What follows belongs to an exercise in optimizing a design on an open flow for a short achievable clock period and few clock cycles; a production flow would make more cautious choices.
In this exercise RTL edits were held to simulation tests only and were not proved equivalent to the original.
Power is estimated from default activity; no workload was simulated.

== exp/juniper ==
## cpu
module cpu(clk,reset,s,load,in,out,N,V,Z,w);
  input clk, reset, s, load;
  input [15:0] in;
  output [15:0] out;
  output N, V, Z, w;
  reg [7:0] ir_a;    
  reg [7:0] ir_m;    
  reg [3:0] ir_sh;   
  reg [7:0] wsel;    
  reg [5:0] op;      
  reg       o_wc;    
  reg [7:0] imm;
  reg [127:0] R;     
  reg [15:0] A, B;   
  reg [15:0] C;
  reg        Nr, Vr, Zr;
  reg        wr, fresh, pend;
  wire [7:0] d_a, d_m, d_wsel;
  wire [3:0] d_sh;
  wire [5:0] d_op;
  wire       d_wc;
  decode DEC(.in(in), .a(d_a), .m(d_m), .sh(d_sh),
             .wsel(d_wsel), .op(d_op), .wc(d_wc));
  always @(posedge clk)
    if (load) begin
      ir_a   <= d_a;
      ir_m   <= d_m;
      ir_sh  <= d_sh;
      wsel   <= d_wsel;
      op     <= d_op;
      o_wc   <= d_wc;
      imm    <= in[7:0];
    end
  wire [15:0] An, Bn;
  opread RD(.rn(in[10:8]), .rm(in[2:0]), .sh(in[4:3]), .load(load),
            .ir_a(ir_a), .ir_m(ir_m), .ir_sh(ir_sh), .R(R), .A(An), .B(Bn));
  always @(posedge clk) begin
    A <= An;
    B <= Bn;
  end
  wire [15:0] res;
  wire        n, v, z;
  alu ALU(.A(A), .B(B), .op(op), .imm(imm), .res(res), .n(n), .v(v), .z(z));
  wire exec = (s & fresh) | pend;
  integer i;
  always @(posedge clk) begin
    for (i = 0; i < 8; i = i + 1)
      if (exec && wsel[i]) R[16*i +: 16] <= res;
    if (exec && o_wc) C <= res;
    if (exec && op[3]) begin
      Nr <= n;
      Vr <= v;
      Zr <= z;
    end
    fresh <= !exec;
    if (reset) begin
      pend <= 1'b0;
  ...
Size: roughly 990 cells after synthesis, ~11000 um^2 of cells after synthesis.
==> module cpu, before the edit <==
module cpu(clk,reset,s,load,in,out,N,V,Z,w);
  input clk, reset, s, load;
  input [15:0] in;
  output [15:0] out;
  output N, V, Z, w;
  reg [7:0] ir_a;    
  reg [7:0] ir_m;    
  reg [3:0] ir_sh;   
  reg [7:0] wsel;    
  reg [5:0] op;      
  reg       o_wc;    
  reg [7:0] imm;
  reg [127:0] R;     
  reg [15:0] A, B;   
  reg [15:0] C;
  reg        Nr, Vr, Zr;
  reg        wr, fresh, pend;
  wire [7:0] d_a, d_m, d_wsel;
  wire [3:0] d_sh;
  wire [5:0] d_op;
  wire       d_wc;
  decode DEC(.in(in), .a(d_a), .m(d_m), .sh(d_sh),
             .wsel(d_wsel), .op(d_op), .wc(d_wc));
  always @(posedge clk)
    if (load) begin
      ir_a   <= d_a;
      ir_m   <= d_m;
      ir_sh  <= d_sh;
      wsel   <= d_wsel;
      op     <= d_op;
      o_wc   <= d_wc;
      imm    <= in[7:0];
    end
  wire [15:0] An, Bn;
  opread RD(.rn(in[10:8]), .rm(in[2:0]), .sh(in[4:3]), .load(load),
            .ir_a(ir_a), .ir_m(ir_m), .ir_sh(ir_sh), .R(R), .A(An), .B(Bn));
  always @(posedge clk) begin
    A <= An;
    B <= Bn;
  end
  wire [15:0] res;
  wire        n, v, z;
  alu ALU(.A(A), .B(B), .op(op), .imm(imm), .res(res), .n(n), .v(v), .z(z));
  wire exec = (s & fresh) | pend;
  integer i;
  always @(posedge clk) begin
    for (i = 0; i < 8; i = i + 1)
      if (exec && wsel[i]) R[16*i +: 16] <= res;
    if (exec && o_wc) C <= res;
    if (exec && op[3]) begin
      Nr <= n;
      Vr <= v;
      Zr <= z;
    end
    fresh <= !exec;
    if (reset) begin
      pend <= 1'b0;
      wr   <= 1'b1;
    end else begin
      pend <= s & !fresh;
      wr   <= !(s & !fresh);
    end
  end
  assign out = C;
  assign N = Nr;
  assign V = Vr;
  assign Z = Zr;
  assign w = wr;
endmodule
==> module opread, before the edit <==
module opread(rn, rm, sh, load, ir_a, ir_m, ir_sh, R, A, B);
  input [2:0] rn, rm;
  input [1:0] sh;
  input load;
  input [7:0] ir_a, ir_m;
  input [3:0] ir_sh;        
  input [127:0] R;
  output [15:0] A, B;
  wire [15:0] X;            
  genvar q;
  generate
    for (q = 0; q < 4; q = q + 1) begin : NIB
      wire [7:0] sa, sm;
      wire [3:0] ss;
      seldec SD(.rn(rn), .rm(rm), .sh(sh), .load(load), .ir_a(ir_a),
                .ir_m(ir_m), .ir_sh(ir_sh), .sa(sa), .sm(sm), .ss(ss));
      rdmux #(q) MX(.sa(sa), .sm(sm), .R(R), .A(A[4*q +: 4]), .X(X[4*q +: 4]));
      shmux #(q) SM(.ss(ss), .X(X), .B(B[4*q +: 4]));
    end
  endgenerate
endmodule
==> module alu, before the edit <==
module alu(A, B, op, imm, res, n, v, z);
  input [15:0] A, B;
  input [5:0] op;    
  input [7:0] imm;
  output [15:0] res;
  output n, v, z;
  wire [15:0] P, G, GS;     
  pxor PX(.a(A), .b(B), .p(P));
  pand PA(.a(A), .b(B), .g(G));
  pand PS(.a(A), .b(~B), .g(GS));
  wire [15:0] cy;    
  wire [15:0] cd;    
  ks_carries ADD(.p(P), .g(G), .cin(1'b0), .c(cy));
  ks_carries SUB(.p(~P), .g(GS), .cin(1'b1), .c(cd));
  wire o_movi = op[0], o_mov = op[1], o_add = op[2], o_and = op[4], o_mvn = op[5];
  wire [15:0] other = ({16{o_and}} & G)
                    | ({16{o_mov}} & B)
                    | ({16{o_mvn}} & ~B)
                    | ({16{o_movi}} & {{8{imm[7]}}, imm});
  wire [15:0] r0 = o_add ? P : other;
  wire [15:0] r1 = o_add ? ~P : other;
  assign res = (cy & r1) | (~cy & r0);
  wire d15 = ~P[15] ^ cd[15];
  assign n = d15;
  assign v = (A[15] ^ B[15]) & (d15 ^ A[15]);
  assign z = ~|P;
endmodule
make LEC_CHECK=0 CAP_MARGIN=20 CORE_MARGIN=2 CORE_UTILIZATION=40 SETUP_SLACK_MARGIN=5 SLEW_MARGIN=20 SYNTH_HIERARCHICAL=1 finish   # period 7.0 ns
run.sh (not shown) runs the stock make flow with config.mk's settings and CLKGATE_MAP_FILE= SYNTH_SCRIPT=/design/flow/synth_recipe.tcl, a recipe that flattens the netlist after the stock synthesis.
Testbench counts of exp/juniper, summed over its fixed seeds: cycles 24,128.
#### Input delta (exp/quartz over exp/juniper)
--- a/flow/design.v
+++ b/flow/design.v
@@ -13,4 +13,5 @@
   reg [127:0] R;     
   reg [15:0] A, B;   
+  reg [15:0] P, G, GS;  
   reg [15:0] C;
   reg        Nr, Vr, Zr;
@@ -32,14 +33,17 @@
       imm    <= in[7:0];
     end
-  wire [15:0] An, Bn;
+  wire [15:0] An, Bn, Pn, Gn, GSn;
   opread RD(.rn(in[10:8]), .rm(in[2:0]), .sh(in[4:3]), .load(load),
-            .ir_a(ir_a), .ir_m(ir_m), .ir_sh(ir_sh), .R(R), .A(An), .B(Bn));
+            .ir_a(ir_a), .ir_m(ir_m), .ir_sh(ir_sh), .R(R), .A(An), .B(Bn), .P(Pn), .G(Gn), .GS(GSn));
   always @(posedge clk) begin
-    A <= An;
-    B <= Bn;
+    A  <= An;
+    B  <= Bn;
+    P  <= Pn;
+    G  <= Gn;
+    GS <= GSn;
   end
   wire [15:0] res;
   wire        n, v, z;
-  alu ALU(.A(A), .B(B), .op(op), .imm(imm), .res(res), .n(n), .v(v), .z(z));
+  alu ALU(.A(A), .B(B), .P(P), .G(G), .GS(GS), .op(op), .imm(imm), .res(res), .n(n), .v(v), .z(z));
   wire exec = (s & fresh) | pend;
   integer i;
@@ -93,5 +97,5 @@
     end
 endmodule
-module opread(rn, rm, sh, load, ir_a, ir_m, ir_sh, R, A, B);
+module opread(rn, rm, sh, load, ir_a, ir_m, ir_sh, R, A, B, P, G, GS);
   input [2:0] rn, rm;
   input [1:0] sh;
@@ -101,4 +105,5 @@
   input [127:0] R;
   output [15:0] A, B;
+  output [15:0] P, G, GS;   
   wire [15:0] X;            
   genvar q;
@@ -113,4 +118,7 @@
     end
   endgenerate
+  pxor PX(.a(A), .b(B), .p(P));
+  pand PA(.a(A), .b(B), .g(G));
+  pand PS(.a(A), .b(~B), .g(GS));
 endmodule
 module seldec(rn, rm, sh, load, ir_a, ir_m, ir_sh, sa, sm, ss);
@@ -173,14 +181,10 @@
   assign g = a & b;
 endmodule
-module alu(A, B, op, imm, res, n, v, z);
-  input [15:0] A, B;
+module alu(A, B, P, G, GS, op, imm, res, n, v, z);
+  input [15:0] A, B, P, G, GS;
   input [5:0] op;    
   input [7:0] imm;
   output [15:0] res;
   output n, v, z;
-  wire [15:0] P, G, GS;     
-  pxor PX(.a(A), .b(B), .p(P));
-  pand PA(.a(A), .b(B), .g(G));
-  pand PS(.a(A), .b(~B), .g(GS));
   wire [15:0] cy;    
   wire [15:0] cd;    
### Flow results
Diff exp/juniper -> exp/quartz: routed wire length fell 3100 um, slack of the critical path now smaller, average via count per standard cell now smaller, minimum hold slack lower, share of cell area taken by flip-flops and latches up 4.5 points.
exp/quartz has utilization below what exp/juniper had.
Number of sinks on the clock net in exp/quartz is 32 higher than in exp/juniper
Compared with exp/juniper, exp/quartz shows a higher die span in y.
Final net count essentially unchanged between exp/quartz and exp/juniper.
Looking only at depth of the critical timing path with buffers and inverters included, and setting everything else aside, the lower value of exp/quartz and exp/juniper goes to exp/juniper.
Testbench counts of exp/quartz, summed over its fixed seeds: cycles 24,128.


## before
The RTL this note starts from:
==> flow/design.v <==
module cpu(clk,reset,s,load,in,out,N,V,Z,w);
  input clk, reset, s, load;
  input [15:0] in;
  output [15:0] out;
  output N, V, Z, w;
  reg [7:0] ir_a;    
  reg [7:0] ir_m;    
  reg [3:0] ir_sh;   
  reg [7:0] wsel;    
  reg [5:0] op;      
  reg       o_wc;    
  reg [7:0] imm;
  reg [127:0] R;     
  reg [15:0] A, B;   
  reg [15:0] C;
  reg        Nr, Vr, Zr;
  reg        wr, fresh, pend;
  wire [7:0] d_a, d_m, d_wsel;
  wire [3:0] d_sh;
  wire [5:0] d_op;
  wire       d_wc;
  decode DEC(.in(in), .a(d_a), .m(d_m), .sh(d_sh),
             .wsel(d_wsel), .op(d_op), .wc(d_wc));
  always @(posedge clk)
    if (load) begin
      ir_a   <= d_a;
      ir_m   <= d_m;
      ir_sh  <= d_sh;
      wsel   <= d_wsel;
      op     <= d_op;
      o_wc   <= d_wc;
      imm    <= in[7:0];
    end
  wire [15:0] An, Bn;
  opread RD(.rn(in[10:8]), .rm(in[2:0]), .sh(in[4:3]), .load(load),
            .ir_a(ir_a), .ir_m(ir_m), .ir_sh(ir_sh), .R(R), .A(An), .B(Bn));
  always @(posedge clk) begin
    A <= An;
    B <= Bn;
  end
  wire [15:0] res;
  wire        n, v, z;
  alu ALU(.A(A), .B(B), .op(op), .imm(imm), .res(res), .n(n), .v(v), .z(z));
  wire exec = (s & fresh) | pend;
  integer i;
  always @(posedge clk) begin
    for (i = 0; i < 8; i = i + 1)
      if (exec && wsel[i]) R[16*i +: 16] <= res;
    if (exec && o_wc) C <= res;
    if (exec && op[3]) begin
      Nr <= n;
      Vr <= v;
      Zr <= z;
    end
    fresh <= !exec;
    if (reset) begin
      pend <= 1'b0;
      wr   <= 1'b1;
    end else begin
      pend <= s & !fresh;
      wr   <= !(s & !fresh);
    end
  end
  assign out = C;
  assign N = Nr;
  assign V = Vr;
  assign Z = Zr;
  assign w = wr;
endmodule
module decode(in, a, m, sh, wsel, op, wc);
  input [15:0] in;
  output reg [7:0] a, m, wsel;
  output reg [3:0] sh;
  output [5:0] op;
  output wc;
  wire [4:0] opc = in[15:11];
  wire [2:0] rn = in[10:8], rd = in[7:5], rm = in[2:0];
  wire d_movi = opc == 5'b11010;
  wire d_mov  = opc == 5'b11000;
  wire d_add  = opc == 5'b10100;
  wire d_cmp  = opc == 5'b10101;
  wire d_and  = opc == 5'b10110;
  wire d_mvn  = opc == 5'b10111;
  assign wc = d_mov | d_add | d_and | d_mvn;
  assign op = {d_mvn, d_and, d_cmp, d_add, d_mov, d_movi};
  integer j;
  always @(*)
    for (j = 0; j < 8; j = j + 1) begin
      a[j]    = rn == j;
      m[j]    = rm == j;
      if (j < 4) sh[j] = in[4:3] == j;
      wsel[j] = (d_movi && rn == j) || (wc && rd == j);
    end
endmodule
module opread(rn, rm, sh, load, ir_a, ir_m, ir_sh, R, A, B);
  input [2:0] rn, rm;
  input [1:0] sh;
  input load;
  input [7:0] ir_a, ir_m;
  input [3:0] ir_sh;        
  input [127:0] R;
  output [15:0] A, B;
  wire [15:0] X;            
  genvar q;
  generate
    for (q = 0; q < 4; q = q + 1) begin : NIB
      wire [7:0] sa, sm;
      wire [3:0] ss;
      seldec SD(.rn(rn), .rm(rm), .sh(sh), .load(load), .ir_a(ir_a),
                .ir_m(ir_m), .ir_sh(ir_sh), .sa(sa), .sm(sm), .ss(ss));
      rdmux #(q) MX(.sa(sa), .sm(sm), .R(R), .A(A[4*q +: 4]), .X(X[4*q +: 4]));
      shmux #(q) SM(.ss(ss), .X(X), .B(B[4*q +: 4]));
    end
  endgenerate
endmodule
module seldec(rn, rm, sh, load, ir_a, ir_m, ir_sh, sa, sm, ss);
  input [2:0] rn, rm;
  input [1:0] sh;
  input load;
  input [7:0] ir_a, ir_m;
  input [3:0] ir_sh;
  output reg [7:0] sa, sm;
  output reg [3:0] ss;
  integer k;
  always @(*) begin
    for (k = 0; k < 8; k = k + 1) begin
      sa[k] = load ? rn == k : ir_a[k];
      sm[k] = load ? rm == k : ir_m[k];
    end
    for (k = 0; k < 4; k = k + 1)
      ss[k] = load ? sh == k : ir_sh[k];
  end
endmodule
module rdmux(sa, sm, R, A, X);
  parameter Q = 0;
  input [7:0] sa, sm;
  input [127:0] R;
  output reg [3:0] A, X;
  integer k, i;
  always @(*) begin
    A = 4'b0;
    X = 4'b0;
    for (i = 0; i < 4; i = i + 1)
      for (k = 0; k < 8; k = k + 1) begin
        A[i] = A[i] | (sa[k] & R[16*k + 4*Q + i]);
        X[i] = X[i] | (sm[k] & R[16*k + 4*Q + i]);
      end
  end
endmodule
module shmux(ss, X, B);
  parameter Q = 0;
  input [3:0] ss;    
  input [15:0] X;
  output reg [3:0] B;
  integer i, b;
  always @(*)
    for (i = 0; i < 4; i = i + 1) begin
      b = 4*Q + i;
      B[i] = (ss[0] & X[b])
           | (ss[1] & (b > 0 ? X[b > 0 ? b - 1 : 0] : 1'b0))
           | ((ss[2] | ss[3]) & (b < 15 ? X[b < 15 ? b + 1 : 15] : 1'b0))
           | (ss[3] & (b == 15 ? X[15] : 1'b0));
    end
endmodule
module pxor(a, b, p);
  input [15:0] a, b;
  output [15:0] p;
  assign p = a ^ b;
endmodule
module pand(a, b, g);
  input [15:0] a, b;
  output [15:0] g;
  assign g = a & b;
endmodule
module alu(A, B, op, imm, res, n, v, z);
  input [15:0] A, B;
  input [5:0] op;    
  input [7:0] imm;
  output [15:0] res;
  output n, v, z;
  wire [15:0] P, G, GS;     
  pxor PX(.a(A), .b(B), .p(P));
  pand PA(.a(A), .b(B), .g(G));
  pand PS(.a(A), .b(~B), .g(GS));
  wire [15:0] cy;    
  wire [15:0] cd;    
  ks_carries ADD(.p(P), .g(G), .cin(1'b0), .c(cy));
  ks_carries SUB(.p(~P), .g(GS), .cin(1'b1), .c(cd));
  wire o_movi = op[0], o_mov = op[1], o_add = op[2], o_and = op[4], o_mvn = op[5];
  wire [15:0] other = ({16{o_and}} & G)
                    | ({16{o_mov}} & B)
                    | ({16{o_mvn}} & ~B)
                    | ({16{o_movi}} & {{8{imm[7]}}, imm});
  wire [15:0] r0 = o_add ? P : other;
  wire [15:0] r1 = o_add ? ~P : other;
  assign res = (cy & r1) | (~cy & r0);
  wire d15 = ~P[15] ^ cd[15];
  assign n = d15;
  assign v = (A[15] ^ B[15]) & (d15 ^ A[15]);
  assign z = ~|P;
endmodule
module ks_carries(p, g, cin, c);
  input [15:0] p, g;
  input cin;
  output [15:0] c;
  wire [15:0] g0 = {g[15:1], g[0] | (p[0] & cin)};
  wire [15:0] g1n, p1n, g2, p2, g3n, p3n, g4, p4;
  ks_level_n #(1) L1(.g(g0), .p(p), .gn(g1n), .pn(p1n));
  ks_level_p #(2) L2(.gn(g1n), .pn(p1n), .g(g2), .p(p2));
  ks_level_n #(4) L3(.g(g2), .p(p2), .gn(g3n), .pn(p3n));
  ks_level_p #(8) L4(.gn(g3n), .pn(p3n), .g(g4), .p(p4));
  assign c = {g4[14:0], cin};
endmodule
module ks_level_n(g, p, gn, pn);
  parameter D = 1;
  input [15:0] g, p;
  output [15:0] gn, pn;
  genvar i;
  generate
    for (i = 0; i < 16; i = i + 1) begin : B
      if (i >= D) begin
        assign gn[i] = ~(g[i] | (p[i] & g[i-D]));
        assign pn[i] = ~(p[i] & p[i-D]);
      end else begin
        assign gn[i] = ~g[i];
        assign pn[i] = ~p[i];
      end
    end
  endgenerate
endmodule
module ks_level_p(gn, pn, g, p);
  parameter D = 2;
  input [15:0] gn, pn;
  output [15:0] g, p;
  genvar i;
  generate
    for (i = 0; i < 16; i = i + 1) begin : B
      if (i >= D) begin
        assign g[i] = ~(gn[i] & (pn[i] | gn[i-D]));
        assign p[i] = ~(pn[i] | pn[i-D]);
      end else begin
        assign g[i] = ~gn[i];
        assign p[i] = ~pn[i];
      end
    end
  endgenerate
endmodule
Settings: LEC_CHECK=0, CAP_MARGIN=20, CORE_MARGIN=2, CORE_UTILIZATION=40, SETUP_SLACK_MARGIN=5, SLEW_MARGIN=20, SYNTH_HIERARCHICAL=1; clock period 7.0 ns.
before completed; timing, DRC and antenna clean
Testbench counts of before, summed over its fixed seeds: cycles 24,128.
Edits applied to the flow inputs when going from before to after:
--- a/flow/design.v
+++ b/flow/design.v
@@ -97,42 +97,62 @@
   input [1:0] sh;
   input load;
   input [7:0] ir_a, ir_m;
   input [3:0] ir_sh;        
   input [127:0] R;
   output [15:0] A, B;
+  wire [7:0] dan, dmn;      
+  wire [3:0] dsn;
+  wire [7:0] fl;            
+  invs #(8) IV(.a({sh, rm, rn}), .y(fl));
+  decn DN(.t({sh, rm, rn}), .f(fl), .an(dan), .mn(dmn), .sn(dsn));
+  wire [7:0] iran = ~ir_a, irmn = ~ir_m;
+  wire [3:0] irsn = ~ir_sh;
+  wire loadn = ~load;
   wire [15:0] X;            
   genvar q;
   generate
     for (q = 0; q < 4; q = q + 1) begin : NIB
       wire [7:0] sa, sm;
       wire [3:0] ss;
-      seldec SD(.rn(rn), .rm(rm), .sh(sh), .load(load), .ir_a(ir_a),
-                .ir_m(ir_m), .ir_sh(ir_sh), .sa(sa), .sm(sm), .ss(ss));
+      selmx SD(.load(load), .loadn(loadn), .dan(dan), .dmn(dmn), .dsn(dsn),
+               .iran(iran), .irmn(irmn), .irsn(irsn), .sa(sa), .sm(sm), .ss(ss));
       rdmux #(q) MX(.sa(sa), .sm(sm), .R(R), .A(A[4*q +: 4]), .X(X[4*q +: 4]));
       shmux #(q) SM(.ss(ss), .X(X), .B(B[4*q +: 4]));
     end
   endgenerate
 endmodule
-module seldec(rn, rm, sh, load, ir_a, ir_m, ir_sh, sa, sm, ss);
-  input [2:0] rn, rm;
-  input [1:0] sh;
-  input load;
-  input [7:0] ir_a, ir_m;
-  input [3:0] ir_sh;
-  output reg [7:0] sa, sm;
-  output reg [3:0] ss;
+module invs(a, y);
+  parameter W = 1;
+  input [W-1:0] a;
+  output [W-1:0] y;
+  assign y = ~a;
+endmodule
+module decn(t, f, an, mn, sn);
+  input [7:0] t, f;
+  output reg [7:0] an, mn;
+  output reg [3:0] sn;
   integer k;
   always @(*) begin
     for (k = 0; k < 8; k = k + 1) begin
-      sa[k] = load ? rn == k : ir_a[k];
-      sm[k] = load ? rm == k : ir_m[k];
+      an[k] = ~((k & 1 ? t[0] : f[0]) & (k & 2 ? t[1] : f[1]) & (k & 4 ? t[2] : f[2]));
+      mn[k] = ~((k & 1 ? t[3] : f[3]) & (k & 2 ? t[4] : f[4]) & (k & 4 ? t[5] : f[5]));
     end
     for (k = 0; k < 4; k = k + 1)
-      ss[k] = load ? sh == k : ir_sh[k];
-  end
+      sn[k] = ~((k & 1 ? t[6] : f[6]) & (k & 2 ? t[7] : f[7]));
+  end
+endmodule
+module selmx(load, loadn, dan, dmn, dsn, iran, irmn, irsn, sa, sm, ss);
+  input load, loadn;
+  input [7:0] dan, dmn, iran, irmn;
+  input [3:0] dsn, irsn;
+  output [7:0] sa, sm;
+  output [3:0] ss;
+  assign sa = ~(({8{load}} & dan) | ({8{loadn}} & iran));
+  assign sm = ~(({8{load}} & dmn) | ({8{loadn}} & irmn));
+  assign ss = ~(({4{load}} & dsn) | ({4{loadn}} & irsn));
 endmodule
 module rdmux(sa, sm, R, A, X);
   parameter Q = 0;
   input [7:0] sa, sm;
   input [127:0] R;
   output reg [3:0] A, X;
## What came out
Diff before -> after: synthesized area moved down; power per standard cell area moved down.
Setup slack (lower): after
In the flow results for after and before, the multi-input combinational area share is smaller on after.
Relative to before, after improves die area.
[after vs before] final period utilization: higher in after
Testbench counts of after, summed over its fixed seeds: cycles 24,128.

[static timing again, ports no longer ideal]
No port has a modelled driver above. Below, the same layouts with a new extraction and two added sets of constraints. Step 1, drivers: a clkbuf_16 drives clk and a buf_2 each remaining input, both assumed. Step 2 also shifts input and output timing later by t, the mid clock arrival at the registers, as if the neighbouring blocks saw the same clock. a / b / c = ideal ports / drivers / drivers and shift; a / b = the first two.
run	shift t [ns]	setup WS [ns]	worst setup path after step 2	cell pins on the clock port's net
exp/juniper	0.571	4.536 / 4.287 / 3.716	input to register	1
exp/quartz	0.587	4.439 / 4.161 / 3.574	input to register	1
before	0.577	4.558 / 4.349 / 3.773	input to register	1
after	0.570	4.466 / 4.440 / 3.871	input to register	1
After both steps every run listed still meets setup and hold. The setup slack of exp/quartz, which loses most, moves by -0.278 ns with the drivers and by -0.865 ns with both steps.
